From an optimization exercise on the open Yosys and OpenROAD flow, aimed at small area; shortcuts taken in it are not production practice.
At most, simulation tests tie the RTL to the original design; equivalence was not proved.
The RTL of runs 1 to 3 was laid out without a check of its function.
The clock cells of runs 6 to 8 come from the design's own scripts or RTL, not from TritonCTS.
The clock port is modelled as an ideal driver, which makes a skipped or thinned clock tree look cheaper than it is; a real chip needs a root buffer or a tree.
Power is estimated from default activity; no workload was simulated.

==> flow/design.v <==
module musec(input clk, input rb, output buzzer, output [7:0] segs, output [3:0] bits);
	reg [16:0] dc;
	reg [1:0] lt;
	wire dz = dc[15:0] == 16'd0;
	wire dtick = dz & ~dc[16];
	always @(posedge clk) begin
		dc <= {dc[15:0], dc[16] ^ dc[13] ^ dz};
		lt <= lt ^ {lt[0] & dtick, dtick};
	end
	assign segs = {~lt[1] & lt[0], lt[1] | lt[0], lt[1] ^ lt[0], 3'b000, ~lt[1] | lt[0], 1'b1};
	assign bits = {lt[1] | lt[0], lt[1] | ~lt[0], ~lt[1] | lt[0], ~lt[1] | ~lt[0]};
	reg st;             
	reg buzz;
	reg [5:0] cur;
	reg stop;
	reg [13:0] tc;      
	reg [4:0] hc;       
	assign buzzer = buzz;
	wire c_lo = ~cur[5] & ~(cur[4] & cur[3]);          
	wire c_hi = ~cur[5] & cur[4] & cur[3];             
	wire c32 = cur[5] & ~cur[0];                       
	wire tlong = c32 | (c_lo & ~cur[1] & ~cur[0]);
	wire tone_lo = c_lo & cur[0];
	wire tone_hi = c_hi & ~cur[0];
	wire t1 = (tone_lo & ~cur[4] & ~cur[3]) | (tone_hi & cur[2] & cur[1]);
	wire t2 = (tone_lo & ~cur[4] & cur[3]) | (tone_hi & cur[2] & ~cur[1]);
	wire t3 = (tone_lo & cur[4] & ~cur[3]) | (tone_hi & ~cur[2] & cur[1]);
	wire t4 = tone_hi & ~cur[2] & ~cur[1];
	wire rest = ~(tlong | tone_lo | tone_hi);
	wire [13:0] ltv = ({14{tlong}} & 14'd7290) | ({14{(t1 | rest)}} & 14'd7088) | ({14{t2}} & 14'd14106) | ({14{t3}} & 14'd12583) | ({14{t4}} & 14'd6708);
	wire [4:0] lh = ({5{tlong}} & 5'd12) | ({5{t1}} & 5'd26) | ({5{t2}} & 5'd26) | ({5{t3}} & 5'd29) | ({5{t4}} & 5'd14) | ({5{rest}} & 5'd3);
	wire ev = tc == 14'd1;
	wire fin = buzz & hc == 5'd1;
	wire done = fin & ((tlong & tc == 14'd740) | ((t1 | rest) & tc == 14'd15162) | (t2 & tc == 14'd2225) | (t3 & tc == 14'd7755) | (t4 & tc == 14'd2588));
	always @(posedge clk) begin
		if (st | ev) tc <= ltv;
		else tc <= {tc[12:0], tc[13] ^ tc[12]};
		if (st) hc <= lh;
		else if (ev & buzz) hc <= {hc[3:0], hc[4] ^ hc[2]};
	end
	always @(posedge clk or posedge rb) begin
		if (rb) begin
			st <= 1'b1;
			buzz <= 1'b1;
			cur <= 6'd0;
			stop <= 1'b0;
		end else if (st) begin
			st <= 1'b0;
			buzz <= 1'b0;
		end else begin
			if (rest) buzz <= 1'b1;
			else if (ev) buzz <= ~buzz;
			if (done) begin
				st <= 1'b1;
				if (~cur[5] & (&cur[4:0]) & ~stop) begin
					cur <= 6'd1;
					stop <= 1'b1;
				end else if (~(cur[5] & cur[0]))
					cur <= cur ^ {&cur[4:0], &cur[3:0], &cur[2:0], &cur[1:0], cur[0], 1'b1};
			end
		end
	end
endmodule
==> flow/flow/run.sh <==
#!/bin/bash
# Standard synthesis, then an area-oriented re-mapping of its combinational logic
# (flip-flops untouched: same instances, names and cell types), then the standard flow's own
# standard layout steps from floorplan to finish.
set -euo pipefail
cd "$(dirname "$0")/.."
W=$PWD
R=$W/orfs/results/$FLOW_PLATFORM/musec/base
LIB=$FLOW_HOME/platforms/$FLOW_PLATFORM/lib/sky130_fd_sc_hd__tt_025C_1v80.lib

bash standard.sh synth > $W/1_standard_synth.log 2>&1

cp $R/1_2_yosys.v $W/1_2_yosys_standard.v
bash $W/flow/resyn.sh $W/1_2_yosys_standard.v $W/1_2_yosys_resyn.v $LIB > $W/2_resyn.log 2>&1
# keep the standard synthesis's registers: same instance names and cell types
grep -oE 'sky130_fd_sc_hd__(df|edf|sdf)[a-z]+_[0-9]+ +[^ ]+' $W/1_2_yosys_standard.v | awk '{sub(/_[0-9]+$/,"",$1); print $1, $2}' | sort > $W/regs_standard.txt
grep -oE 'sky130_fd_sc_hd__(df|edf|sdf)[a-z]+_[0-9]+ +[^ ]+' $W/1_2_yosys_resyn.v | awk '{sub(/_[0-9]+$/,"",$1); print $1, $2}' | sort > $W/regs_resyn.txt
if cmp -s $W/regs_standard.txt $W/regs_resyn.txt; then
  cp $W/1_2_yosys_resyn.v $R/1_2_yosys.v
  rm -f $R/1_synth.odb $R/1_synth.sdc
else
  echo "resyn changed the registers; keeping the standard netlist" >> $W/2_resyn.log
fi

bash standard.sh > $W/3_layout.log 2>&1
==> flow/flow/resyn.sh <==
#!/bin/bash
# usage: resyn.sh in.v out.v liberty
# Re-maps the combinational logic of a mapped sky130hd netlist for area with ABC;
# flip-flop cells stay as they are (same instances, names and cell types).
set -euo pipefail
IN=$1; OUT=$2; LIB=$3
SCR="+strash;dc2;dch,-f;amap"
DU="-dont_use *probe* -dont_use *lpflow* -dont_use *clkbuf* -dont_use *dly* -dont_use *clkinv* -dont_use *_ha_* -dont_use *_fa_* -dont_use *_fah* -dont_use *conb* -dont_use *_df* -dont_use *_edf* -dont_use *_sdf* -dont_use *_dl* -dont_use *_sdl* -dont_use *ebuf* -dont_use *einv*"
yosys -p "
read_liberty -ignore_miss_func $LIB;
setattr -mod -unset blackbox;
setattr -mod -set blackbox 1 sky130_fd_sc_hd__df* sky130_fd_sc_hd__edf* sky130_fd_sc_hd__sdf* sky130_fd_sc_hd__conb_1;
read_verilog $IN;
hierarchy -top musec;
flatten;
opt -purge;
abc -liberty $LIB $DU -script $SCR;
opt_clean -purge;
hilomap -singleton -hicell sky130_fd_sc_hd__conb_1 HI -locell sky130_fd_sc_hd__conb_1 LO;
splitnets;
insbuf -buf sky130_fd_sc_hd__buf_4 A X;
opt_clean -purge;
stat -liberty $LIB;
write_verilog -noattr -nohex -nodec $OUT
"
==> flow/standard.sh <==
#!/bin/bash
# synth_recipe.tcl (not shown) runs the flow's synth.tcl, then flattens the netlist and writes it again
# the make line also repeats each setting of config.mk as NAME=value (left out here)
make -C /OpenROAD-flow-scripts/flow DESIGN_CONFIG=/design/flow/config.mk WORK_HOME=/design/flow/orfs CLKGATE_MAP_FILE= SYNTH_SCRIPT=/design/flow/synth_recipe.tcl "${@:-finish}"
==> flow/config.mk <==
export PLATFORM = sky130hd
export DESIGN_NAME = musec
export DESIGN_NICKNAME = musec
export VERILOG_FILES = /design/flow/design.v
export SDC_FILE = /design/flow/constraint.sdc
export NUM_CORES = 4
export LEC_CHECK = 0
export CAP_MARGIN = 20
export CORE_MARGIN = 2
export CORE_UTILIZATION = 40
export SLEW_MARGIN = 20
==> flow/constraint.sdc <==
create_clock -name core_clock -period 10.0 [get_ports {clk}]
set_input_delay 2.0000 -clock core_clock [delete_from_list [all_inputs] [get_ports {clk}]]
set_output_delay 2.0000 -clock core_clock [all_outputs]
set_load 0.01 [all_outputs]
==> results of run 1 <==
-- how the worst min path moves through the flow --
stage	endpoint	slack [ns]	depth (start not counted)
after global placement	dc[7]$_DFF_P_	0.34	0
after detailed placement	dc[7]$_DFF_P_	0.34	0
after global routing	dc[12]$_DFF_P_	0.36	0
after floorplan	dc[12]$_DFF_P_	0.33	0
after CTS	dc[11]$_DFF_P_	0.35	0
final	dc[2]$_DFF_P_	0.35	0
-- stage by stage --
| stage | instance area (um^2) | util, % | hold slack [ns] | worst slack, ns | instances |
|---|---|---|---|---|---|
| 2_1_floorplan | 1920 | - | 0.331 | 7.16 | 217 |
| 3_3_place_gp | 2040 | 43.8 | 0.336 | 6.84 | 275 |
| 3_5_place_dp | 2040 | 43.8 | 0.341 | 6.81 | 275 |
| 4_1_cts | 2130 | 45.7 | 0.353 | 6.46 | 283 |
| 5_1_grt | 2130 | 45.7 | 0.363 | 6.35 | 283 |
| 6_report | 2130 | 45.7 | 0.354 | 6.48 | 283 |
-- flip-flops by register name, indices dropped and copies added, names as in the netlist --
| name | cells |
|---|---|
| tc | 14 |
| buzz | 1 |
| cur | 6 |
| stop | 1 |
| dc | 17 |
| hc | 5 |
| lt | 2 |
| st | 1 |
-- cell type report --
cell class                      instances  share of cell area, %
Tap cell                               54                   3.17
Sequential cell                        47                   48.7
Clock inverter                          3                   1.12
Clock buffer                            5                   3.23
Timing Repair Buffer                   10                   4.69
Multi-Input combinational cell        135                   34.0
Inverter                               29                   5.11
-- cells in the final DEF, fill, tap and decap left out, drive strengths merged --
cell / count
a221oi: 1
o22a: 1
a31oi: 3
dfstp: 2
nand3: 4
dfrtp: 7
clkdlybuf4s50: 10
nor3b: 1
nor3: 7
a22oi: 2
or3: 4
nand2: 21
a21oi: 4
nor4b: 2
or4: 3
clkbuf: 5
nand4: 8
o41ai: 1
or2: 3
nor2b: 1
a311oi: 2
edfxtp: 5
and2: 1
o21a: 5
inv: 32
o311ai: 1
o22ai: 6
a32oi: 1
conb: 4
dfxtp: 33
nor4: 8
nor2: 27
a32o: 2
o21ai: 12
-- layer usage --
| layer | vias to the layer above | track usage (%) |
|---|---|---|
| li1 | 771 | - |
| met1 | 681 | 20.9 |
| met2 | 36 | 22.0 |
| met3 | 6 | 5.94 |
| met4 | 0 | 8.23 |
| met5 | - | 0 |
-- power groups by stage --
stage,logic (uW),clock network [uW],registers [uW]
floorplan,2.37,0,195
global placement,1.78,0,195
detailed placement,1.78,0,195
CTS,1.78,124,190
global route,2.05,133,190
finish,1.73,120,190
==> results.ini, run 1 <==
[outcome]
status=complete, no violations

[setup_path]
critPathTopFamily=buffers and inverters
criticalPathCategory=register to output pin
cp.arrival_ns=1.52
worst-r2r-setup-slack_ns=6.93
path_buf_inv=3
critical_path.max_stage_delay_ns=0.52
slowest_stage=clkdlybuf4s50_1
r2r_cells=12
end_kind=output pin
worstSetupEndpoint=segs[5]
crit_top_cell=inv_1
path_cells=inv_1, nor2_1, inv_1, nand2_1, clkdlybuf4s50_1
cp_max_fo=4
crit-reg2reg-launch=cur[3]$_DFFE_PP0P_
crit_start=lt[0]$_DFF_P_
timing.rr.end=cur[0]$_DFFE_PP0P_
path_depth=5
required_ns=8.00
worst_setup_path_start_kind=register

[min_path]
hold_start=dc[1]$_DFF_P_
hp-class=register to register

[cts]
clk_latency_ns=0.31
cts_root_buffer=clkbuf_8
htreeDepth=2
tritoncts=yes
clkSinkCount=47
cts_max_path_buffers=2
clk_pin_slew_ns=0.09
cts-resized-gates=0
post-cts-setup-buffers=0
ctsHoldBuffers=0
numCtsBuffers=5

[die]
io_pins=15
die_width_um=73.1
dieArea_um2=5340
die_h_um=73.1
coreArea_um2=4660
num_rows=25
start_util_pct=41.0

[route]
drt-initial-drc-count=210
met3_length_um=194
met2_length_um=1670
wl_um=3780
highest_layer=met4
wl_met1_um=1850
drc=0
antenna_left=0
vias=1494
first_pass_iters=4
post_drt_wl_per_cell_um=13.3
viasPerCell=5.28

[timing]
setup_viol=0
min_period_over_period_pct=35.2
maxSlewHeadroom_pct=54.3
slew_viol_final=0
timing.fmax_mhz=284
clock_skew_ns=0.00612
worst_pin_slew_ns=0.677
setup-tns-final_ns=0
hold_viol=0
rsz0062_at_grt=no
fin_crit_ns=3.52

[global_routing]
grt_max_degree=18
antenna_found_initial=0
grt_pass1_wl_um=6320
grt_pass1_vias=1389
track_usage_pct=15.7
grt_overflow=0

[pwr]
seq_power_share_pct=60.9
switching_share_pct=22.6
total_power_uw=312
p_int_uw=242
power_per_cell_area_nw_per_um2=146
ir_drop_v=0.0000768
power.leakage_uw=0.000801
pwr-share-clk_pct=38.5
p_sw_uw=70.4
comb_power_share_pct=0.6

[placed_design]
io_buffers=10
place_congestion=0.930
hpwl_um=2820

[final_layout]
multi_input_area_um2=724
num-fill-cells=454
regArea_um2=1040
drive_gt1_share_pct=4.37
area_delta_synth_final_pct=11.7
nNetsFinal=230
antennaDiodeCount=0

[synthesis]
syn_area_per_cell_um2=8.88
syn_inst=215
synth_warnings=1
syn_area_um2=1910

[job]
maxCapViolations=0

==> inputs of run 2 (changes only) <==
--- a/flow/flow/run.sh
+++ b/flow/flow/run.sh
@@ -22,4 +22,6 @@
   echo "resyn changed the registers; keeping the standard netlist" >> $W/2_resyn.log
 fi
 
-bash standard.sh > $W/3_layout.log 2>&1
+# extra make settings for the layout steps, one per line
+mapfile -t KNOBS < <(grep -v '^#' $W/flow/knobs.txt | grep .)
+bash standard.sh "${KNOBS[@]}" finish > $W/3_layout.log 2>&1
==> flow/flow/knobs.txt (new file) <==
# port buffers: the smallest buffer
BUFFER_PORTS_ARGS=-buffer_cell sky130_fd_sc_hd__buf_1
# one level of clock buffers, no dummy loads
CTS_ARGS=-sink_clustering_enable -repair_clock_nets -buf_list sky130_fd_sc_hd__clkbuf_16 -root_buf sky130_fd_sc_hd__clkbuf_16 -sink_clustering_size 50 -sink_clustering_max_diameter 500 -dont_use_dummy_load
==> run 2 against run 1 <==
Clock skew up 0.0079 ns. Global-route usage is 0.39 points higher. Utilization shrank 0.64 points. Via count grew 1.4%. Area after synthesis is the same. Final area is 1.4% lower. Flip-flop and latch count unchanged. Critical endpoint unchanged. Largest power group unchanged. Highest routed layer unchanged.
==> results.ini, run 2 <==
[outcome]
status=complete, no violations

[pwr]
switching_share_pct=18.6  ; -4.0 points
power_per_cell_area_nw_per_um2=163  ; +11%
ir_drop_v=0.000109  ; +42%
p_sw_uw=63.6  ; -9.7%
seq_power_share_pct=55.6  ; -5.3 points
power.leakage_uw=0.000790  ; -1.3%
comb_power_share_pct=0.4  ; -0.2 points
total_power_uw=343  ; +9.7%
pwr-share-clk_pct=43.9  ; +5.4 points
p_int_uw=279  ; +15%

[route]
antenna_left=0  ; unchanged
post_drt_wl_per_cell_um=13.5  ; +0.91%
viasPerCell=5.41  ; +2.5%
wl_um=3770  ; -0.16%
drc=0  ; unchanged
vias=1515  ; +1.4%
first_pass_iters=4  ; unchanged
drt-initial-drc-count=91  ; -57%

[final_layout]
drive_gt1_share_pct=3.10  ; -1.3 points
num-fill-cells=432  ; -4.8%
nNetsFinal=230  ; unchanged
largestRegisters=dc x17, tc x14, cur x6
finalNonFillerCells=280  ; -1.1%
mostFrequentLayoutCell=dfxtp_1
top_register=dc
mostFrequentLayoutCells=33 x dfxtp_1, 29 x inv_1, 27 x nor2_1, 21 x nand2_1, 12 x o21ai_0
largest_reg_flops=17  ; unchanged
antennaDiodeCount=0  ; unchanged
area_delta_synth_final_pct=10.1

[cts]
clk_pin_slew_ns=0.07  ; -0.02 ns
clkSinkCount=47  ; unchanged
htreeDepth=2  ; unchanged
cts-resized-gates=0  ; unchanged
cts_root_buffer=clkbuf_16
numCtsBuffers=5  ; unchanged
clk_latency_ns=0.29  ; -0.02 ns
ctsHoldBuffers=0  ; unchanged
cts_max_path_buffers=2  ; unchanged
post-cts-setup-buffers=0  ; unchanged
tritoncts=yes

[timing]
maxSlewHeadroom_pct=48.0  ; -6.3 points
slew_viol_final=0  ; unchanged
hold_viol=0  ; unchanged
clock_skew_ns=0.0140  ; +0.00791 ns
worst_pin_slew_ns=0.771  ; +0.0936 ns
setup-tns-final_ns=0  ; unchanged
fin_crit_ns=3.11  ; -0.412 ns
setup_viol=0  ; unchanged
setup_slack_ns=6.89  ; +0.412 ns
hold_slack_ns=0.337  ; -0.0173 ns
timing.fmax_mhz=321  ; +13%
rsz0062_at_grt=no
min_period_over_period_pct=31.1  ; -4.1 points

[die]
dieArea_um2=5340  ; unchanged
io_pins=15  ; unchanged
coreArea_um2=4660  ; unchanged
die_h_um=73.1  ; unchanged
num_rows=25  ; unchanged
start_util_pct=41.0  ; unchanged
die_width_um=73.1  ; unchanged

[synthesis]
syn_area_um2=1910  ; unchanged
synth_warnings=1  ; unchanged
syn_inst=215  ; unchanged
syn_area_per_cell_um2=8.88  ; unchanged

[setup_path]
end_kind=output pin
required_ns=8.00  ; about the same
worst_setup_path_start_kind=register
cp.arrival_ns=1.11  ; -0.41 ns
cp_max_fo=4  ; unchanged
criticalPathCategory=register to output pin

[global_routing]
grt_pass1_vias=1433  ; +3.2%
track_usage_pct=16.1  ; +0.39 points
antenna_found_initial=0  ; unchanged
grt_max_degree=18  ; unchanged
grt_overflow=0  ; unchanged
grt_pass1_wl_um=6400  ; +1.2%

[job]
maxCapViolations=0  ; unchanged

[min_path]
hp-class=register to register

[placed_design]
io_buffers=10  ; unchanged
dp.cells=275  ; unchanged
hpwl_um=2820  ; -0.16%
post-place-ws_ns=7.17  ; +0.361 ns
place_congestion=0.970  ; +4.2%

==> run 2: power by group through the flow <==
stage	Combinational, uW	Sequential, uW	Clock (uW)
after floorplan	2.37	195	0
after global placement	1.54	195	0
after detailed placement	1.58	195	0
after CTS	1.56	191	154
after global routing	1.89	190	161
final	1.50	191	150
==> run 2: through the flow <==
stage          utilization [%]  cell area (um^2)
2_1_floorplan                -              1920
3_3_place_gp              42.4              1980
3_5_place_dp              42.4              1980
4_1_cts                   45.1              2100
5_1_grt                   45.1              2100
6_report                  45.1              2100
==> run 2: critical path, stage by stage (launching register included) <==
cell     delay [ns]
dfxtp_1        0.36
inv_1          0.08
nor2_1         0.12
inv_1          0.07
nand2_1        0.05
buf_1          0.14
==> run 2: path summary, 6_finish.rpt <==
check                      cells after the start               start                  to  slack, ns
max                                            5       lt[0]$_DFF_P_             segs[5]       6.89
min                                            0       dc[9]$_DFF_P_      dc[10]$_DFF_P_       0.34
max reg2reg                                   12  cur[3]$_DFFE_PP0P_  cur[0]$_DFFE_PP0P_       7.10
min reg2reg                                    0       dc[9]$_DFF_P_      dc[10]$_DFF_P_       0.34
max in group asynchronous                      2                  rb    buzz$_DFFE_PP1P_       8.06
min in group asynchronous                      2                  rb  cur[4]$_DFFE_PP0P_       1.64
==> run 2: final cells by class <==
class / count / area (um^2) / area share [%]
Timing Repair Buffer: 10 / 37.5 / 1.79
Sequential cell: 47 / 1040 / 49.4
Tap cell: 54 / 67.6 / 3.21
Multi-Input combinational cell: 135 / 724 / 34.5
Clock buffer: 5 / 125 / 5.95
Inverter: 29 / 109 / 5.18
==> run 2: metal layers <==
metal / vias to the layer above / global-route usage (%) / routed length [um]
met1: 700 / 20.2 / 1730
met5: - / 0 / 0
li1: 767 / - / -
met4: 0 / 10.7 / 103
met3: 7 / 4.01 / 167
met2: 41 / 24.4 / 1770
==> inputs of run 3 (changes only) <==
==> flow/flow/knobs.txt (replaced) <==
# port buffers: the smallest buffer
BUFFER_PORTS_ARGS=-buffer_cell sky130_fd_sc_hd__buf_1
# one level of clock buffers, no dummy loads
CTS_ARGS=-sink_clustering_enable -repair_clock_nets -buf_list sky130_fd_sc_hd__clkbuf_8 -root_buf sky130_fd_sc_hd__clkbuf_8 -sink_clustering_size 50 -sink_clustering_max_diameter 500 -dont_use_dummy_load
==> run 3 against run 2 <==
Total power shrank 14%. Final cell count unchanged. Synthesized cell count did not move. Area after synthesis unchanged. Critical path depth unchanged. Final area fell by 2.7%. Clock-buffer cell count is the same. Non-clock buffer count is the same. Setup slack lost 0.032 ns. First-iteration DRC count is 32% higher. Largest power group unchanged. Highest routed layer unchanged.
==> results.ini, run 3 <==
[timing]
timing.fmax_mhz=318  ; -1.0%
fin_crit_ns=3.14  ; +0.0324 ns
hold_viol=0  ; unchanged
clock_skew_ns=0.0265  ; +0.0125 ns
rsz0062_at_grt=no
setup_viol=0  ; unchanged
min_period_over_period_pct=31.4  ; +0.32 points
maxSlewHeadroom_pct=47.1  ; -0.82 points
setup-tns-final_ns=0  ; unchanged
slew_viol_final=0  ; unchanged
worst_pin_slew_ns=0.783  ; +0.0121 ns

[cts]
cts_max_path_buffers=2  ; unchanged
ctsHoldBuffers=0  ; unchanged
tritoncts=yes
clk_latency_ns=0.31  ; +0.02 ns
post-cts-setup-buffers=0  ; unchanged
numCtsBuffers=5  ; unchanged
cts-resized-gates=0  ; unchanged
htreeDepth=2  ; unchanged
cts_root_buffer=clkbuf_8
clkSinkCount=47  ; unchanged
clk_pin_slew_ns=0.10  ; +0.03 ns

[final_layout]
top_register=dc
mostFrequentLayoutCells=33 x dfxtp_1, 29 x inv_1, 27 x nor2_1, 21 x nand2_1, 12 x o21ai_0
mostFrequentLayoutCell=dfxtp_1
finalNonFillerCells=280  ; unchanged
stdcell_area_um2=2050  ; -2.7%
utilization_pct=43.9  ; -1.2 points
largestRegisters=dc x17, tc x14, cur x6
area_delta_synth_final_pct=7.14
largest_reg_flops=17  ; unchanged
antennaDiodeCount=0  ; unchanged
drive_gt1_share_pct=3.10  ; unchanged
nNetsFinal=230  ; unchanged

[setup_path]
cp_max_fo=4  ; unchanged
required_ns=8.00  ; about the same
end_kind=output pin
criticalPathCategory=register to output pin
cp.arrival_ns=1.14  ; +0.03 ns
worst_setup_path_start_kind=register

[synthesis]
synth_warnings=1  ; unchanged
syn_inst=215  ; unchanged
syn_area_per_cell_um2=8.88  ; unchanged
syn_area_um2=1910  ; unchanged

[route]
viasPerCell=5.40  ; -0.26%
drc=0  ; unchanged
wl_um=3770  ; about the same
first_pass_iters=6  ; +2
drt-initial-drc-count=120  ; +32%
post_drt_wl_per_cell_um=13.5  ; about the same
antenna_left=0  ; unchanged
vias=1511  ; -0.26%

[placed_design]
io_buffers=10  ; unchanged
place_congestion=0.970  ; unchanged
dp.cells=275  ; unchanged
post_dp_cell_area_um2=1980  ; unchanged
hpwl_um=2820  ; unchanged

[min_path]
hp-class=register to register

[global_routing]
antenna_found_initial=0  ; unchanged
grt_max_degree=18  ; unchanged
grt_overflow=0  ; unchanged
grt_pass1_vias=1418  ; -1.0%
grt_pass1_wl_um=6360  ; -0.55%
track_usage_pct=15.8  ; -0.29 points

[die]
io_pins=15  ; unchanged
start_util_pct=41.0  ; unchanged
coreArea_um2=4660  ; unchanged
die_width_um=73.1  ; unchanged
die_h_um=73.1  ; unchanged
dieArea_um2=5340  ; unchanged
num_rows=25  ; unchanged

[pwr]
power.leakage_uw=0.000765  ; -3.2%
power_per_cell_area_nw_per_um2=144  ; -12%
ir_drop_v=0.000101  ; -7.6%
total_power_uw=294  ; -14%

[job]
maxCapViolations=0  ; unchanged

[outcome]
status=complete, no violations

==> run 3: layer usage <==
layer / global-route usage [%] / up-vias / routed length [um]
li1: - / 770 / -
met1: 20.1 / 682 / 1730
met2: 24.7 / 50 / 1730
met3: 4.28 / 9 / 221
met4: 7.82 / 0 / 88
met5: 0 / - / 0
==> run 3: area by class of cell <==
cell class / count / area (um^2)
Timing Repair Buffer: 10 / 37.5
Fill cell: 439 / 2620
Clock buffer: 5 / 68.8
Tap cell: 54 / 67.6
Inverter: 29 / 109
Sequential cell: 47 / 1040
Multi-Input combinational cell: 135 / 724
==> run 3: power breakdown <==
part	internal [uW]	leakage, uW	switching (uW)
Combinational	0.115	0.000303	1.39
Sequential	190	0.000426	0
Clock	45.1	0.0000359	56.8
Total	236	0.000765	58.2
==> run 3: through the flow <==
stage | setup WS [ns] | hold slack (ns)
3_3_place_gp | 7.22 | 0.338
2_1_floorplan | 7.16 | 0.331
4_1_cts | 6.85 | 0.334
6_report | 6.86 | 0.329
3_5_place_dp | 7.17 | 0.340
5_1_grt | 6.65 | 0.345
==> run 3: worst max-delay path: stages, from the launching register on <==
cell and delay [ns]:
dfxtp_1 0.37, inv_1 0.08, nor2_1 0.12, inv_1 0.07
nand2_1 0.05, buf_1 0.14
==> run 3: final timing paths <==
path,startpoint,slack (ns),to,depth (start not counted)
min,dc[9]$_DFF_P_,0.33,dc[10]$_DFF_P_,0
max in group asynchronous,rb,8.07,st$_DFF_PP1_,2
min in group asynchronous,rb,1.62,cur[4]$_DFFE_PP0P_,2
min reg2reg,dc[9]$_DFF_P_,0.33,dc[10]$_DFF_P_,0
max reg2reg,cur[3]$_DFFE_PP0P_,7.08,cur[0]$_DFFE_PP0P_,12
max,lt[0]$_DFF_P_,6.86,segs[5],5
==> inputs of run 4 (changes only) <==
--- a/flow/design.v
+++ b/flow/design.v
@@ -27,11 +27,11 @@
 	wire t3 = (tone_lo & cur[4] & ~cur[3]) | (tone_hi & ~cur[2] & cur[1]);
 	wire t4 = tone_hi & ~cur[2] & ~cur[1];
 	wire rest = ~(tlong | tone_lo | tone_hi);
-	wire [13:0] ltv = ({14{tlong}} & 14'd7290) | ({14{(t1 | rest)}} & 14'd7088) | ({14{t2}} & 14'd14106) | ({14{t3}} & 14'd12583) | ({14{t4}} & 14'd6708);
+	wire [13:0] ltv = ({14{tlong}} & 14'd9318) | ({14{(t1 | rest)}} & 14'd887) | ({14{t2}} & 14'd12669) | ({14{t3}} & 14'd9237) | ({14{t4}} & 14'd2874);
 	wire [4:0] lh = ({5{tlong}} & 5'd12) | ({5{t1}} & 5'd26) | ({5{t2}} & 5'd26) | ({5{t3}} & 5'd29) | ({5{t4}} & 5'd14) | ({5{rest}} & 5'd3);
-	wire ev = tc == 14'd1;
+	wire ev = tc == 14'd10676;
 	wire fin = buzz & hc == 5'd1;
-	wire done = fin & ((tlong & tc == 14'd740) | ((t1 | rest) & tc == 14'd15162) | (t2 & tc == 14'd2225) | (t3 & tc == 14'd7755) | (t4 & tc == 14'd2588));
+	wire done = fin & ((tlong & tc == 14'd3799) | ((t1 | rest) & tc == 14'd13078) | (t2 & tc == 14'd14665) | (t3 & tc == 14'd2519) | (t4 & tc == 14'd16055));
 	always @(posedge clk) begin
 		if (st | ev) tc <= ltv;
 		else tc <= {tc[12:0], tc[13] ^ tc[12]};
==> run 4 against run 3 <==
Still clean. Wire length fell by 8.9%. Clock-buffer cell count did not move. Die area fell by 4.2%. Critical path type unchanged.
==> results.ini, run 4 <==
[pwr]
switching_share_pct=19.3  ; -0.51 points
power.leakage_uw=0.000772  ; +0.98%
pwr-share-clk_pct=34.3  ; -0.4 points
seq_power_share_pct=65.2  ; +0.4 points
ir_drop_v=0.000101  ; +0.67%
total_power_uw=292  ; -0.65%
p_sw_uw=56.3  ; -3.2%
comb_power_share_pct=0.5  ; about the same
p_int_uw=236  ; about the same
power_per_cell_area_nw_per_um2=149  ; +3.7%

[placed_design]
io_buffers=10  ; unchanged
dp.cells=257  ; -6.5%
place_congestion=0.917  ; -5.4%
hpwl_um=2590  ; -8.2%

[die]
io_pins=15  ; unchanged
dieArea_um2=5120  ; -4.2%
die_width_um=71.6  ; -2.1%
num_rows=24  ; -4.0%
start_util_pct=41.6  ; +0.67 points
die_h_um=71.6  ; -2.1%
coreArea_um2=4380  ; -5.9%

[timing]
hold_viol=0  ; unchanged
setup-tns-final_ns=0  ; unchanged
maxSlewHeadroom_pct=64.2  ; +17 points
clock_skew_ns=0.0195  ; -0.00704 ns
slew_viol_final=0  ; unchanged
setup_viol=0  ; unchanged
worst_pin_slew_ns=0.537  ; -0.246 ns
fin_crit_ns=3.14  ; -0.000770 ns
rsz0062_at_grt=no
timing.fmax_mhz=318  ; about the same
hold_slack_ns=0.352  ; +0.0231 ns
min_period_over_period_pct=31.4  ; about the same

[min_path]
worstHoldPathCells=0  ; unchanged
holdPathEnd=dc[9]$_DFF_P_
hp-class=register to register
hold_start=dc[8]$_DFF_P_

[cts]
htreeDepth=2  ; unchanged
ctsHoldBuffers=0  ; unchanged
post-cts-setup-buffers=0  ; unchanged
clkSinkCount=47  ; unchanged
cts_max_path_buffers=2  ; unchanged
tritoncts=yes
numCtsBuffers=5  ; unchanged
cts-resized-gates=0  ; unchanged
clk_latency_ns=0.30  ; about the same
cts_root_buffer=clkbuf_8
clk_pin_slew_ns=0.09  ; about the same

[final_layout]
mostFrequentLayoutCell=dfxtp_1
mostFrequentLayoutCells=33 x dfxtp_1, 26 x inv_1, 25 x nor2_1, 15 x nand2_1
utilization_pct=44.7  ; +0.80 points
largestRegisters=dc x17, tc x14, cur x6
antennaDiodeCount=0  ; unchanged
nNetsFinal=214  ; -7.0%
drive_gt1_share_pct=3.33  ; +0.24 points
top_register=dc
finalNonFillerCells=262  ; -6.4%
largest_reg_flops=17  ; unchanged
area_delta_synth_final_pct=7.33

[setup_path]
path_cells=inv_1, nor2_1, inv_1, nand2_1, buf_1
r2r_cells=16  ; +4
crit-reg2reg-launch=cur[3]$_DFFE_PP0P_
timing.rr.end=cur[4]$_DFFE_PP0P_
end_kind=output pin
path_buf_inv=3  ; unchanged
criticalPathCategory=register to output pin
required_ns=8.00  ; about the same
slowest_stage=dfxtp_1
critical_path.max_stage_delay_ns=0.33  ; -0.04 ns
worst-r2r-setup-slack_ns=7.09  ; about the same
worst_setup_path_start_kind=register
cp_max_fo=5  ; +1
cp.arrival_ns=1.14  ; about the same
critPathTopFamily=flip-flops
crit_top_cell=inv_1

[route]
drt-initial-drc-count=98  ; -18%
vias=1368  ; -9.5%
post_drt_wl_per_cell_um=13.1  ; -2.6%
antenna_left=0  ; unchanged
first_pass_iters=4  ; -2
viasPerCell=5.22  ; -3.2%
wl_um=3430  ; -8.9%
drc=0  ; unchanged

[global_routing]
grt_pass1_wl_um=5890  ; -7.5%
grt_overflow=0  ; unchanged
grt_pass1_vias=1307  ; -7.8%
grt_max_degree=17  ; -1
antenna_found_initial=0  ; unchanged
track_usage_pct=14.8  ; -1.0 points

[outcome]
status=complete, no violations

[synthesis]
syn_area_um2=1830  ; -4.4%
syn_area_per_cell_um2=9.17  ; +3.3%
synth_warnings=1  ; unchanged
syn_inst=199  ; -7.4%

[job]
maxCapViolations=0  ; unchanged

run 4: through the flow:
| step | setup WS, ns | cell area, um^2 |
|---|---|---|
| final | 6.86 | 1960 |
| after global routing | 6.72 | 1960 |
| after CTS | 6.84 | 1960 |
| after detailed placement | 7.13 | 1890 |
| after global placement | 7.20 | 1890 |
| after floorplan | 7.15 | 1830 |
run 4: per-layer routing:
| metal | up-vias | global-route usage (%) | wire [um] |
|---|---|---|---|
| met1 | 638 | 19.9 | 1730 |
| li1 | 700 | - | - |
| met4 | 0 | 5.87 | 59 |
| met2 | 24 | 22.5 | 1530 |
| met5 | - | 0 | 0 |
| met3 | 6 | 4.22 | 120 |
run 4: worst max path at each step:
| stage | startpoint | end | cells past startpoint |
|---|---|---|---|
| floorplan | lt[0]$_DFF_P_ | segs[5] | 4 |
| global placement | lt[0]$_DFF_P_ | segs[5] | 5 |
| detailed placement | cur[3]$_DFFE_PP0P_ | cur[4]$_DFFE_PP0P_ | 16 |
| CTS | lt[0]$_DFF_P_ | segs[5] | 5 |
| global route | lt[0]$_DFF_P_ | segs[5] | 5 |
| finish | lt[0]$_DFF_P_ | segs[5] | 5 |
run 4: final cells by class:
type | count | area (um^2)
clock buffer | 5 | 68.8
multi-input combinational | 122 | 652
inverter | 26 | 97.6
fill | 417 | 2420
sequential | 47 | 1040
timing repair buffer | 10 | 37.5
tap | 52 | 65.1
run 4: power groups by stage:
stage               clock network, uW  logic [uW]  registers, uW
CTS                               104        1.54            190
global route                      111        1.89            190
finish                            100        1.50            190
floorplan                           0        2.37            195
detailed placement                  0        1.54            195
global placement                    0        1.53            195
==> inputs of run 5 (changes only) <==
--- a/flow/flow/run.sh
+++ b/flow/flow/run.sh
@@ -22,6 +22,22 @@
   echo "resyn changed the registers; keeping the standard netlist" >> $W/2_resyn.log
 fi
 
+# CTS: a single clock buffer between the clock port and all flip-flops, in place of
+# TritonCTS's tree (the design has under 50 flip-flops). The rest of ORFS's cts step
+# (placement legalisation, timing repair) is unchanged.
+CLKBUF=$(grep -v '^#' $W/flow/clkbuf.txt | head -1)
+rm -rf $W/scripts
+cp -r $FLOW_HOME/scripts $W/scripts
+python3 - $W/scripts/cts.tcl "$CLKBUF" <<'PY'
+import sys
+p, buf = sys.argv[1], sys.argv[2]
+s = open(p).read()
+old = 'log_cmd clock_tree_synthesis {*}$cts_args'
+assert old in s
+s = s.replace(old, f"""log_cmd insert_buffer -buffer_cell {buf} -net [get_full_name [get_nets -of_objects [get_ports clk]]] -buffer_name clkbuf_root -net_name clk_root
+set_propagated_clock [all_clocks]""")
+open(p, 'w').write(s)
+PY
 # extra make settings for the layout steps, one per line
 mapfile -t KNOBS < <(grep -v '^#' $W/flow/knobs.txt | grep .)
-bash standard.sh "${KNOBS[@]}" finish > $W/3_layout.log 2>&1
+bash standard.sh "${KNOBS[@]}" SCRIPTS_DIR=$W/scripts finish > $W/3_layout.log 2>&1
==> flow/flow/clkbuf.txt (new file) <==
sky130_fd_sc_hd__clkbuf_16
==> flow/flow/knobs.txt (replaced) <==
# port buffers: the smallest buffer
BUFFER_PORTS_ARGS=-buffer_cell sky130_fd_sc_hd__buf_1
# one level of clock buffers, no dummy loads
==> run 5 against run 4 <==
The flow now stops in clock tree synthesis. Area after synthesis did not move. Synthesized cell count did not move.
==> results.ini, run 5 <==
[synthesis]
syn_inst=199  ; unchanged
syn_area_um2=1830  ; unchanged
synth_warnings=1  ; unchanged
syn_area_per_cell_um2=9.17  ; unchanged

[die]
die_h_um=71.6  ; unchanged
io_pins=15  ; unchanged
start_util_pct=41.6  ; unchanged
num_rows=24  ; unchanged
die_width_um=71.6  ; unchanged

[outcome]
status=aborted with a tool error
firstError=[ERROR STA-0100] unsupported object type Port.
flow.stopped_at=clock tree synthesis

[placed_design]
post_dp_cell_area_um2=1890  ; unchanged
io_buffers=10  ; unchanged
hpwl_um=2590  ; unchanged
place_congestion=0.917  ; unchanged

run 5: worst max path at each step:
stage	endpoint	slack (ns)	cells past startpoint
3_3_place_gp	segs[5]	7.20	5
3_5_place_dp	cur[4]$_DFFE_PP0P_	7.13	16
2_1_floorplan	segs[5]	7.15	4
run 5: per-stage QoR:
step	hold WS, ns	util (%)	total power [uW]	cells	setup slack, ns
3_5_place_dp	0.340	43.1	196	257	7.13
3_3_place_gp	0.338	43.1	196	257	7.20
2_1_floorplan	0.331	-	197	201	7.15
run 5: power by group through the flow:
stage / Sequential [uW] / Combinational, uW / Clock (uW)
floorplan: 195 / 2.37 / 0
global placement: 195 / 1.53 / 0
detailed placement: 195 / 1.54 / 0
==> inputs of run 6 (changes only) <==
--- a/flow/flow/run.sh
+++ b/flow/flow/run.sh
@@ -22,20 +22,19 @@
   echo "resyn changed the registers; keeping the standard netlist" >> $W/2_resyn.log
 fi
 
-# CTS: a single clock buffer between the clock port and all flip-flops, in place of
-# TritonCTS's tree (the design has under 50 flip-flops). The rest of ORFS's cts step
-# (placement legalisation, timing repair) is unchanged.
-CLKBUF=$(grep -v '^#' $W/flow/clkbuf.txt | head -1)
+# CTS: the flip-flops (under 50) are split by position into a few groups, each driven
+# by one clock buffer from the clock port (flow/mycts.tcl), in place of TritonCTS's
+# tree. The rest of ORFS's cts step (legalisation, timing repair) is unchanged.
+read CLKBUF NGROUPS < <(grep -v '^#' $W/flow/clkbuf.txt | head -1)
 rm -rf $W/scripts
 cp -r $FLOW_HOME/scripts $W/scripts
-python3 - $W/scripts/cts.tcl "$CLKBUF" <<'PY'
+python3 - $W/scripts/cts.tcl "$W/flow/mycts.tcl" "$CLKBUF" "$NGROUPS" <<'PY'
 import sys
-p, buf = sys.argv[1], sys.argv[2]
+p, tcl, buf, n = sys.argv[1:5]
 s = open(p).read()
 old = 'log_cmd clock_tree_synthesis {*}$cts_args'
 assert old in s
-s = s.replace(old, f"""log_cmd insert_buffer -buffer_cell {buf} -net [get_full_name [get_nets -of_objects [get_ports clk]]] -buffer_name clkbuf_root -net_name clk_root
-set_propagated_clock [all_clocks]""")
+s = s.replace(old, f"source {tcl}\nlog_cmd my_small_cts {buf} {n}")
 open(p, 'w').write(s)
 PY
 # extra make settings for the layout steps, one per line
==> flow/flow/clkbuf.txt (replaced) <==
sky130_fd_sc_hd__clkbuf_4 4
==> flow/flow/cutff.py (new file) <==
#!/usr/bin/env python3
# usage: cutff.py in.v out.v
# Turns each flip-flop instance of a flat sky130hd netlist into ports, so two netlists with
# the same flip-flops can be compared as combinational logic: its Q (or Q_N) becomes an
# input port q_<n>, every other pin but CLK becomes an output port <pin>_<n>.
import re, sys
src = re.sub(r'\(\*.*?\*\)', '', open(sys.argv[1]).read(), flags=re.S)
m = re.search(r'module\s+(\w+)\s*\((.*?)\);', src, re.S)
ports = [p.strip() for p in m.group(2).split(',') if p.strip()]
newports, decls, assigns = [], [], []
idx = 0
def repl(mm):
    global idx
    typ, name, body = mm.group(1), mm.group(2), mm.group(3)
    if not re.match(r'sky130_fd_sc_hd__(df|edf|sdf)', typ):
        return mm.group(0)
    pins = re.findall(r'\.(\w+)\(([^()]*)\)', body)
    key = re.sub(r'\W', '_', name)
    for p, n in pins:
        n = n.strip()
        if p == 'CLK' or not n:
            continue
        pn = f'{p.lower()}_{key}'
        newports.append(pn)
        if p in ('Q', 'Q_N'):
            decls.append(f'  input {pn};')
            assigns.append(f'  assign {n} = {pn} ;')
        else:
            decls.append(f'  output {pn};')
            assigns.append(f'  assign {pn} = {n} ;')
    return ''
body = re.sub(r'\n\s*(sky130_fd_sc_hd__\w+)\s+(\S+)\s*\((.*?)\);', repl, src, flags=re.S)
body = body.replace(m.group(0), f'module {m.group(1)}({", ".join(ports + newports)});' + '\n' + '\n'.join(decls), 1)
body = body.replace('endmodule', '\n'.join(assigns) + '\nendmodule')
open(sys.argv[2], 'w').write(body)
==> flow/flow/eqcheck.sh (new file) <==
#!/bin/bash
# usage: eqcheck.sh a.v b.v liberty  -> exit 0 if the combinational logic between the
# flip-flops (paired by instance name) is equivalent
set -euo pipefail
A=$1; B=$2; LIB=$3; T=$(mktemp -d)
D=$(dirname "$0")
python3 $D/cutff.py $A $T/a.v; python3 $D/cutff.py $B $T/b.v
sed -i 's/^module musec(/module gold(/' $T/a.v; sed -i 's/^module musec(/module gate(/' $T/b.v
yosys -q -p "
read_liberty -ignore_miss_func $LIB;
setattr -mod -unset blackbox;
read_verilog $T/a.v; read_verilog $T/b.v;
hierarchy; flatten; opt_clean; check -assert;
miter -equiv -flatten -make_outputs gold gate miter;
hierarchy -top miter;
sat -verify -prove trigger 0 -show-ports -set-def-inputs miter
" > $T/log 2>&1 && { rm -rf $T; exit 0; }
tail -30 $T/log; exit 1
==> flow/flow/mycts.tcl (new file) <==
# Clock buffering in place of TritonCTS: the flip-flops are split into groups by
# position, and each group gets one clock buffer, placed at its centroid, driven
# straight from the clock port.
proc my_small_cts { buf ngroups } {
  set block [ord::get_db_block]
  set sinks {}
  foreach p [get_pins -of_objects [get_nets clk]] {
    if { [get_property $p direction] != "input" } { continue }
    set inst [sta::sta_to_db_inst [get_cells -of_objects $p]]
    set box [$inst getBBox]
    set x [expr { ([$box xMin] + [$box xMax]) / 2 }]
    set y [expr { ([$box yMin] + [$box yMax]) / 2 }]
    lappend sinks [list $x $y $p]
  }
  set n [llength $sinks]
  # split along the longer side of the sinks' bounding box, recursively
  set groups [list $sinks]
  while { [llength $groups] < $ngroups } {
    set big [lindex [lsort -command {apply {{a b} {expr {[llength $b] - [llength $a]}}}} $groups] 0]
    set i [lsearch -exact $groups $big]
    set xs {}; set ys {}
    foreach s $big { lappend xs [lindex $s 0]; lappend ys [lindex $s 1] }
    set xs [lsort -integer $xs]; set ys [lsort -integer $ys]
    set k [expr { ([lindex $xs end] - [lindex $xs 0]) >= ([lindex $ys end] - [lindex $ys 0]) ? 0 : 1 }]
    set sorted [lsort -integer -index $k $big]
    set h [expr { [llength $sorted] / 2 }]
    set groups [lreplace $groups $i $i [lrange $sorted 0 [expr {$h - 1}]] [lrange $sorted $h end]]
  }
  set dbu [$block getDbUnitsPerMicron]
  set g 0
  foreach grp $groups {
    set sx 0; set sy 0; set pins {}
    foreach s $grp { incr sx [lindex $s 0]; incr sy [lindex $s 1]; lappend pins [lindex $s 2] }
    set cx [expr { double($sx) / [llength $grp] / $dbu }]
    set cy [expr { double($sy) / [llength $grp] / $dbu }]
    puts "clock buffer $g: [llength $grp] sinks at ($cx, $cy)"
    insert_buffer -buffer_cell $buf -net [get_nets clk] -load_pins $pins \
      -location [list $cx $cy] -buffer_name clkbuf_$g -net_name clk_$g
    incr g
  }
  set_propagated_clock [all_clocks]
}
==> flow/flow/resyn.sh (replaced) <==
#!/bin/bash
# usage: resyn.sh in.v out.v liberty
# Re-maps the combinational logic of the standard synthesis's sky130hd netlist for area with
# a few ABC scripts; flip-flop cells stay as they are (same instances, names and cell types).
# Each result is checked against the input (eqcheck.sh: the logic between the flip-flops,
# paired by instance name, must be equivalent); the smallest that passes is kept, or the
# input itself if none does.
set -uo pipefail
IN=$1; OUT=$2; LIB=$3
D=$(cd "$(dirname "$0")" && pwd)
T=$(dirname "$OUT")/resyn_tmp; rm -rf $T; mkdir -p $T
R="strash;dc2;dch,-f;amap"
SCRIPTS=(
  "+$R"
  "+$R;$R"
  "+$R;$R;$R"
  "+$R;$R;$R;$R"
  "+strash;dc2;dch,-f;map,-a;$R"
  "+strash;dch,-f;amap;$R"
  "+strash;&get,-n;&dch,-f;&nf,-a;&put;$R"
  "+$R;strash;&get,-n;&dch,-f;&nf,-a;&put"
  "+strash;dc2;dch,-f;map,-a"
  "+strash;&get,-n;&dch,-f;&nf,-a;&put"
)
DU="-dont_use *probe* -dont_use *lpflow* -dont_use *clkbuf* -dont_use *dly* -dont_use *clkinv* -dont_use *_ha_* -dont_use *_fa_* -dont_use *_fah* -dont_use *conb* -dont_use *_df* -dont_use *_edf* -dont_use *_sdf* -dont_use *_dl* -dont_use *_sdl* -dont_use *ebuf* -dont_use *einv*"
best=""; besta=""
i=0
for s in "${SCRIPTS[@]}"; do
  i=$((i+1))
  yosys -l $T/y$i.log -q -p "
read_liberty -ignore_miss_func $LIB;
setattr -mod -unset blackbox;
setattr -mod -set blackbox 1 sky130_fd_sc_hd__df* sky130_fd_sc_hd__edf* sky130_fd_sc_hd__sdf* sky130_fd_sc_hd__conb_1;
read_verilog $IN;
hierarchy -top musec;
flatten;
opt -purge;
abc -liberty $LIB $DU -script $s;
opt_clean -purge;
hilomap -singleton -hicell sky130_fd_sc_hd__conb_1 HI -locell sky130_fd_sc_hd__conb_1 LO;
splitnets;
insbuf -buf sky130_fd_sc_hd__buf_4 A X;
opt_clean -purge;
tee -o $T/s$i.txt stat -liberty $LIB;
write_verilog -noattr -nohex -nodec $T/o$i.v
" > /dev/null 2>&1 || { echo "script $i ($s): yosys failed"; continue; }
  a=$(grep "Chip area" $T/s$i.txt | awk '{print $NF}')
  if grep -q "assign" $T/o$i.v; then echo "script $i ($s): area $a, not fully mapped"; continue; fi
  if ! bash $D/eqcheck.sh $IN $T/o$i.v $LIB > $T/e$i.log 2>&1; then echo "script $i ($s): area $a, NOT equivalent"; continue; fi
  echo "script $i ($s): area $a, equivalent"
  if [[ -z "$besta" ]] || python3 -c "import sys; sys.exit(0 if $a < $besta else 1)"; then best=$T/o$i.v; besta=$a; fi
done
if [[ -n "$best" ]]; then
  echo "kept $best: area $besta"; cp $best $OUT
else
  echo "no script passed; keeping the input"; cp $IN $OUT
fi
==> run 6 against run 5 <==
Now clean on timing, DRC and antenna. Area after synthesis shrank 1.6%. Synthesized cell count shrank 1.5%.
==> results.ini, run 6 <==
[timing]
rsz0062_at_grt=no
hold_viol=0
maxSlewHeadroom_pct=59.3
hold_slack_ns=0.354
clock_skew_ns=0.0135
timing.fmax_mhz=329
fin_crit_ns=3.04
slew_viol_final=0
worst_pin_slew_ns=0.608
setup_viol=0
setup-tns-final_ns=0
min_period_over_period_pct=30.4

[final_layout]
largestRegisters=dc x17, tc x14, cur x6
nNetsFinal=210
regArea_um2=1040
num-fill-cells=427
multi_input_area_um2=631
largest_reg_flops=17
top_register=dc
utilization_pct=43.4
area_delta_synth_final_pct=5.29
mostFrequentLayoutCell=dfxtp_1
finalNonFillerCells=258
drive_gt1_share_pct=2.91
mostFrequentLayoutCells=33 x dfxtp_1, 25 x nor2_1, 24 x inv_1, 16 x nand2_1, 12 x o21ai_0
antennaDiodeCount=0

[cts]
clk_latency_ns=0.18
clk_pin_slew_ns=0.12
post-cts-setup-buffers=0
cts-resized-gates=0
ctsHoldBuffers=0

[die]
num_rows=24  ; unchanged
dieArea_um2=5040
io_pins=15  ; unchanged
coreArea_um2=4350
die_width_um=71.0  ; -0.75%
die_h_um=71.0  ; -0.75%
start_util_pct=41.3  ; -0.37 points

[setup_path]
cp.arrival_ns=1.04
end_kind=output pin
required_ns=8.00
cp_max_fo=5
slowest_stage=dfxtp_1
crit_top_cell=inv_1
path_buf_inv=3
critPathTopFamily=flip-flops
worst_setup_path_start_kind=register
path_cells=inv_1, nor2_1, inv_1, nand2_1, buf_1
criticalPathCategory=register to output pin
critical_path.max_stage_delay_ns=0.34

[placed_design]
io_buffers=10  ; unchanged
place_congestion=0.913  ; -0.47%
dp.cells=254  ; -1.2%
hpwl_um=2410  ; -7.0%

[route]
drc=0
drt-initial-drc-count=78
post_drt_wl_per_cell_um=12.2
antenna_left=0
viasPerCell=5.19
first_pass_iters=4
vias=1339
wl_um=3160

[pwr]
p_int_uw=210
power.leakage_uw=0.000740
p_sw_uw=46.0
power_per_cell_area_nw_per_um2=135
ir_drop_v=0.0000996
switching_share_pct=18.0
comb_power_share_pct=0.6
pwr-share-clk_pct=25.0
seq_power_share_pct=74.4

[synthesis]
syn_area_per_cell_um2=9.17  ; about the same
synth_warnings=1  ; unchanged
syn_area_um2=1800  ; -1.6%
syn_inst=196  ; -1.5%

[global_routing]
grt_pass1_vias=1257
antenna_found_initial=0
grt_max_degree=14
use_met2_pct=21.4
grt_pass1_wl_um=5600
grt.busiest_layer=met2
use_met1_pct=19.3
grt_use_met3_pct=1.42
track_usage_pct=13.0
grt_overflow=0

[job]
maxCapViolations=0

[min_path]
hp-class=register to register

[outcome]
status=complete, no violations

==> run 6: per-layer routing <==
metal  vias up  wire length (um)
met5         -                 0
met4         0                54
met3         8               126
met2        29              1390
met1       608              1590
li1        694                 -
==> run 6: per-stage QoR <==
| step | area [um^2] | setup slack, ns | power [uW] |
|---|---|---|---|
| after detailed placement | 1860 | 7.00 | 196 |
| after CTS | 1890 | 6.95 | 259 |
| after global routing | 1890 | 6.47 | 266 |
| final | 1890 | 6.96 | 256 |
| after floorplan | 1800 | 7.15 | 197 |
| after global placement | 1860 | 7.00 | 196 |
==> run 6: layout make-up, clock buffers not listed <==
type	instances	area share, %
flip-flops and latches	47	54.9
multi-input cells	121	33.3
inverters	24	4.76
well taps	52	3.44
repair buffers	10	1.98
==> run 6: path summary, 6_finish.rpt <==
check                                   startpoint                 end  slack [ns]  cells after the start
worst max-delay path                 lt[0]$_DFF_P_             segs[5]        6.96                      5
worst min-delay path                 dc[4]$_DFF_P_       dc[5]$_DFF_P_        0.35                      0
worst max register to register  cur[4]$_DFFE_PP0P_  cur[4]$_DFFE_PP0P_        6.98                     17
worst min register to register       dc[4]$_DFF_P_       dc[5]$_DFF_P_        0.35                      0
max in group asynchronous                       rb        st$_DFF_PP1_        7.99                      2
min in group asynchronous                       rb  cur[0]$_DFFE_PP0P_        1.72                      2
==> run 6: power by group through the flow <==
stage / combinational, uW / sequential (uW) / clock [uW]
floorplan: 2.37 / 195 / 0
global placement: 1.50 / 195 / 0
detailed placement: 1.53 / 195 / 0
CTS: 1.54 / 191 / 67.4
global route: 1.78 / 191 / 73.9
finish: 1.48 / 190 / 63.9
==> inputs of run 7 (changes only) <==
--- a/flow/config.mk
+++ b/flow/config.mk
@@ -7,5 +7,5 @@
 export LEC_CHECK = 0
 export CAP_MARGIN = 20
 export CORE_MARGIN = 2
-export CORE_UTILIZATION = 40
+export CORE_UTILIZATION = 65
 export SLEW_MARGIN = 20
==> run 7 against run 6 <==
Sequential share of layout area grew 0.77 points. Clock skew decreased by 0.00086 ns. Final area shrank 1.4%. Hold slack better by 0.0035 ns. Utilization grew 26 points. Total power shrank 0.40%. Via count grew 2.5%. First-iteration DRC count down 3.8%. Synthesized cell count did not move.
==> results.ini, run 7 <==
[outcome]
status=complete, no violations

[timing]
maxSlewHeadroom_pct=60.5  ; +1.2 points
timing.fmax_mhz=326  ; -1.1%
rsz0062_at_grt=no
setup-tns-final_ns=0  ; unchanged
fin_crit_ns=3.07  ; +0.0348 ns
worst_pin_slew_ns=0.590  ; -0.0172 ns
setup_viol=0  ; unchanged
clock_skew_ns=0.0127  ; -0.000862 ns
min_period_over_period_pct=30.7  ; +0.35 points
slew_viol_final=0  ; unchanged
hold_viol=0  ; unchanged
setup_slack_ns=6.93  ; -0.0348 ns

[route]
antenna_left=0  ; unchanged
drt-initial-drc-count=75  ; -3.8%
drc=0  ; unchanged
wl_um=3280  ; +4.0%
first_pass_iters=4  ; unchanged
viasPerCell=5.79  ; +12%
post_drt_wl_per_cell_um=13.8  ; +13%
vias=1373  ; +2.5%

[synthesis]
synth_warnings=1  ; unchanged
syn_area_per_cell_um2=9.17  ; unchanged
syn_area_um2=1800  ; unchanged
syn_inst=196  ; unchanged

[die]
start_util_pct=66.9  ; +26 points
io_pins=15  ; unchanged
die_width_um=56.6  ; -20%
die_h_um=56.6  ; -20%
dieArea_um2=3200  ; -37%
coreArea_um2=2690  ; -38%
num_rows=19  ; -21%

[cts]
ctsHoldBuffers=0  ; unchanged
post-cts-setup-buffers=0  ; unchanged
clk_latency_ns=0.18  ; about the same
clk_pin_slew_ns=0.11  ; about the same
cts-resized-gates=0  ; unchanged

[final_layout]
drive_gt1_share_pct=2.91  ; unchanged
stdcell_area_um2=1870  ; -1.4%
largest_reg_flops=17  ; unchanged
num-fill-cells=231  ; -46%
largestRegisters=dc x17, tc x14, cur x6
antennaDiodeCount=0  ; unchanged
top_register=dc
area_delta_synth_final_pct=3.83
mostFrequentLayoutCells=33 x dfxtp_1, 25 x nor2_1, 24 x inv_1, 16 x nand2_1, 12 x o21ai_0
nNetsFinal=210  ; unchanged
mostFrequentLayoutCell=dfxtp_1

[global_routing]
grt_pass1_vias=1317  ; +4.8%
antenna_found_initial=0  ; unchanged
track_usage_pct=21.7  ; +8.7 points
grt_pass1_wl_um=5680  ; +1.5%
grt_overflow=0  ; unchanged
grt_max_degree=14  ; unchanged

[pwr]
ir_drop_v=0.000157  ; +58%
power_per_cell_area_nw_per_um2=137  ; +1.0%
power.leakage_uw=0.000740  ; unchanged

[setup_path]
required_ns=10.09  ; +2.09 ns
critical_path.max_stage_delay_ns=0.42  ; +0.08 ns
worst-r2r-setup-slack_ns=6.93  ; -0.05 ns
r2r_cells=17  ; unchanged
crit-reg2reg-launch=cur[4]$_DFFE_PP0P_
timing.rr.end=cur[4]$_DFFE_PP0P_
criticalPathCategory=register to register
path_cells=inv_1, nor2_1, inv_1, nor3_1, nand3_1, inv_1, a21oi_1, nor4_1, o211a_1, o2111ai_1, inv_1, nand3_1, nor2_1, nand2_1, nor2_1, nor2_1, a21oi_1
end_kind=register
slowest_stage=dfrtp_1
worst_setup_path_start_kind=register
cp_max_fo=5  ; unchanged
cp.arrival_ns=3.16  ; +2.12 ns

[min_path]
worstHoldPathCells=0  ; unchanged
hold_start=dc[6]$_DFF_P_
hp-class=register to register
holdPathEnd=dc[7]$_DFF_P_

[placed_design]
place_congestion=0.925  ; +1.3%
post-place-ws_ns=7.00  ; +0.00573 ns
hpwl_um=2520  ; +4.5%
io_buffers=10  ; unchanged
post_dp_cell_area_um2=1840  ; -1.4%

[job]
maxCapViolations=0  ; unchanged

==> run 7: through the flow <==
stage                     hold slack, ns  power (uW)  instances  utilization [%]
after floorplan                    0.331         197        198                -
after global placement             0.334         196        233             68.3
after detailed placement           0.340         196        233             68.3
after CTS                          0.354         255        237             69.4
after global routing               0.361         262        237             69.4
final                              0.357         255        237             69.4
==> run 7: power by group <==
part	internal (uW)	leakage [uW]	total, uW	switching [uW]
combinational	0.116	0.000294	1.53	1.41
clock	19.2	0.0000184	62.9	43.6
sequential	190	0.000428	190	0
total	210	0.000740	255	45.0
==> run 7: worst max-delay path, delay by kind of cell (launching register included) <==
kind | cells | cell delay, ns
AO/OA/AOI/OAI | 4 | 0.57
buffers and inverters | 4 | 0.53
flip-flops | 1 | 0.42
AND/OR/NAND/NOR | 9 | 1.49
==> run 7: worst max path at each step <==
| stage | to | start |
|---|---|---|
| 6_report | cur[4]$_DFFE_PP0P_ | cur[4]$_DFFE_PP0P_ |
| 2_1_floorplan | segs[5] | lt[0]$_DFF_P_ |
| 4_1_cts | cur[4]$_DFFE_PP0P_ | cur[4]$_DFFE_PP0P_ |
| 5_1_grt | cur[4]$_DFFE_PP0P_ | cur[4]$_DFFE_PP0P_ |
| 3_3_place_gp | segs[5] | lt[0]$_DFF_P_ |
| 3_5_place_dp | cur[4]$_DFFE_PP0P_ | cur[4]$_DFFE_PP0P_ |
==> run 7: area by class of cell, clock buffers not listed <==
type / instances / area (um^2) / area share [%]
multi-input combinational: 121 / 631 / 33.8
tap: 31 / 38.8 / 2.08
inverter: 24 / 90.1 / 4.83
sequential: 47 / 1040 / 55.7
timing repair buffer: 10 / 37.5 / 2.01
==> run 7: metal layers <==
layer  share of wire [%]  global-route usage (%)
met3                 6.5                    1.38
met2                  47                    37.0
met4                0.88                    4.42
met5                   0                       0
met1                  46                    30.8
==> inputs of run 8 (changes only) <==
==> flow/flow/clkbuf.txt (replaced) <==
sky130_fd_sc_hd__clkbuf_8 3
--- a/flow/config.mk
+++ b/flow/config.mk
@@ -7,5 +7,5 @@
 export LEC_CHECK = 0
 export CAP_MARGIN = 20
 export CORE_MARGIN = 2
-export CORE_UTILIZATION = 65
+export CORE_UTILIZATION = 40
 export SLEW_MARGIN = 20
==> run 8 against run 7 <==
Hold slack got worse by 0.037 ns. Sequential share of layout area fell by 1.1 points. Register-to-register slack improved by 0.04 ns. Critical path type unchanged. Largest power group unchanged. Highest routed layer unchanged.
==> results.ini, run 8 <==
[outcome]
status=complete, no violations

[final_layout]
num-fill-cells=428  ; +85%
mostFrequentLayoutCells=33 x dfxtp_1, 25 x nor2_1, 24 x inv_1, 16 x nand2_1, 12 x o21ai_0
antennaDiodeCount=0  ; unchanged
mostFrequentLayoutCell=dfxtp_1
area_delta_synth_final_pct=5.92
drive_gt1_share_pct=2.44  ; -0.47 points
largest_reg_flops=17  ; unchanged
finalNonFillerCells=257  ; +8.4%
largestRegisters=dc x17, tc x14, cur x6
multi_input_area_um2=631  ; unchanged
nNetsFinal=209  ; -0.48%
top_register=dc
regArea_um2=1040  ; unchanged
utilization_pct=43.7  ; -26 points

[setup_path]
path_cells=inv_1, nor2_1, inv_1, nor3_1, nand3_1, inv_1, a21oi_1, nor4_1, o211a_1, o2111ai_1, inv_1, nand3_1, nor2_1, nand2_1, nor2_1, nor2_1, a21oi_1
criticalPathCategory=register to register
timing.rr.end=cur[4]$_DFFE_PP0P_
critical_path.max_stage_delay_ns=0.43  ; about the same
cp_max_fo=5  ; unchanged
worst_setup_path_start_kind=register
r2r_cells=17  ; unchanged
critPathTopFamily=simple AND/OR/NAND/NOR gates
required_ns=10.11  ; +0.02 ns
crit-reg2reg-launch=cur[4]$_DFFE_PP0P_
cp.arrival_ns=3.14  ; -0.02 ns
path_buf_inv=4  ; unchanged
worst-r2r-setup-slack_ns=6.97  ; +0.04 ns
slowest_stage=dfrtp_1
end_kind=register

[route]
post_drt_wl_per_cell_um=12.3  ; -11%
antenna_left=0  ; unchanged
drt-initial-drc-count=81  ; +8.0%
vias=1345  ; -2.0%
wl_um=3150  ; -3.9%
first_pass_iters=4  ; unchanged
drc=0  ; unchanged
viasPerCell=5.23  ; -9.7%

[cts]
post-cts-setup-buffers=0  ; unchanged
clk_pin_slew_ns=0.12  ; about the same
clk_latency_ns=0.17  ; about the same
ctsHoldBuffers=0  ; unchanged
cts-resized-gates=0  ; unchanged

[synthesis]
synth_warnings=1  ; unchanged
syn_area_per_cell_um2=9.17  ; unchanged
syn_inst=196  ; unchanged
syn_area_um2=1800  ; unchanged

[timing]
maxSlewHeadroom_pct=59.7  ; -0.77 points
rsz0062_at_grt=no
setup_viol=0  ; unchanged
worst_pin_slew_ns=0.602  ; +0.0115 ns
slew_viol_final=0  ; unchanged
timing.fmax_mhz=330  ; +1.5%
clock_skew_ns=0.0367  ; +0.0241 ns
hold_viol=0  ; unchanged
fin_crit_ns=3.03  ; -0.0449 ns
setup-tns-final_ns=0  ; unchanged
setup_slack_ns=6.97  ; +0.0449 ns
min_period_over_period_pct=30.3  ; -0.45 points

[global_routing]
grt_pass1_vias=1244  ; -5.5%
antenna_found_initial=0  ; unchanged
grt_max_degree=24  ; +10
track_usage_pct=13.0  ; -8.7 points
grt_overflow=0  ; unchanged
grt_pass1_wl_um=5600  ; -1.3%

[die]
start_util_pct=41.3  ; -26 points
die_h_um=71.0  ; +26%
io_pins=15  ; unchanged
die_width_um=71.0  ; +26%
dieArea_um2=5040  ; +58%
num_rows=24  ; +5
coreArea_um2=4350  ; +62%

[pwr]
comb_power_share_pct=0.6  ; about the same
switching_share_pct=17.3  ; -0.40 points
pwr-share-clk_pct=27.3  ; +2.6 points
ir_drop_v=0.000116  ; -26%
seq_power_share_pct=72.2  ; -2.5 points
total_power_uw=264  ; +3.5%
power.leakage_uw=0.000743  ; +0.43%
p_sw_uw=45.5  ; +1.2%
p_int_uw=218  ; +4.0%
power_per_cell_area_nw_per_um2=139  ; +1.5%

[placed_design]
hpwl_um=2410  ; -4.3%
io_buffers=10  ; unchanged
place_congestion=0.913  ; -1.3%
dp.cells=254  ; +9.0%
post-place-ws_ns=7.00  ; -0.00573 ns

[job]
maxCapViolations=0  ; unchanged

[min_path]
worstHoldPathCells=0  ; unchanged
holdPathEnd=dc[8]$_DFF_P_
hold_start=dc[7]$_DFF_P_
hp-class=register to register

[run 8: per-stage QoR]
stage,hold WS [ns],area [um^2]
4_1_cts,0.319,1900
2_1_floorplan,0.331,1800
3_3_place_gp,0.336,1860
6_report,0.321,1900
3_5_place_dp,0.338,1860
5_1_grt,0.317,1900
[run 8: final cells by class, clock buffers not listed]
| class | count | share of cell area, % |
|---|---|---|
| Inverter | 24 | 4.73 |
| Multi-Input combinational cell | 121 | 33.1 |
| Sequential cell | 47 | 54.6 |
| Tap cell | 52 | 3.42 |
| Timing Repair Buffer | 10 | 1.97 |
[run 8: layer usage]
metal / GRT usage [%] / part of all wire, %
met5: 0 / 0
met2: 21.4 / 44
met4: 1.68 / 1.7
met3: 0.855 / 4.6
met1: 19.5 / 50
[run 8: worst max path at each step]
stage,start,cells after the start,to
5_1_grt,cur[4]$_DFFE_PP0P_,17,cur[4]$_DFFE_PP0P_
4_1_cts,cur[4]$_DFFE_PP0P_,17,cur[4]$_DFFE_PP0P_
6_report,cur[4]$_DFFE_PP0P_,17,cur[4]$_DFFE_PP0P_
3_3_place_gp,cur[4]$_DFFE_PP0P_,17,cur[4]$_DFFE_PP0P_
3_5_place_dp,cur[4]$_DFFE_PP0P_,17,cur[4]$_DFFE_PP0P_
2_1_floorplan,lt[0]$_DFF_P_,4,segs[5]
[run 8: power by group through the flow]
stage	Sequential, uW	Combinational [uW]	Clock [uW]
2_1_floorplan	195	2.37	0
3_3_place_gp	195	1.50	0
3_5_place_dp	195	1.53	0
4_1_cts	190	1.54	75.6
5_1_grt	190	1.78	83.1
6_report	190	1.48	71.9
[run 8: worst register-to-register path, delay by kind of cell (launching register included)]
family / cells / cell delay, ns
simple gates: 9 / 1.49
compound gates: 4 / 0.54
buf+inv: 4 / 0.51
flops: 1 / 0.43

-- static timing again, ports no longer ideal --
Ports are ideal in the flow. The routed layouts listed here were re-timed in OpenROAD.
Step 1: set_driving_cell puts a clkbuf_16 on clk and a buf_2 on each other input, an assumption about the parent block.
Step 2 also shifts input and output timing later by t, the mid clock arrival at the registers, as if the neighbouring blocks saw the same clock.
Slacks: ideal ports / drivers / drivers and shift; pairs: ideal ports / drivers.
run	t (ns)	setup WS [ns]	worst data-port slew with drivers (ns)
run 1	0.334	6.477 / 6.450 / 6.784	0.03
run 2	0.318	6.889 / 6.856 / 7.099	0.03
run 3	0.327	6.857 / 6.831 / 7.076	0.03
run 4	0.315	6.858 / 6.831 / 7.092	0.03
run 6	0.213	6.963 / 6.921 / 6.977	0.03
run 7	0.213	6.929 / 6.923 / 6.929	0.03
run 8	0.201	6.974 / 6.966 / 6.974	0.03
After both steps setup and hold are still met in every run listed.
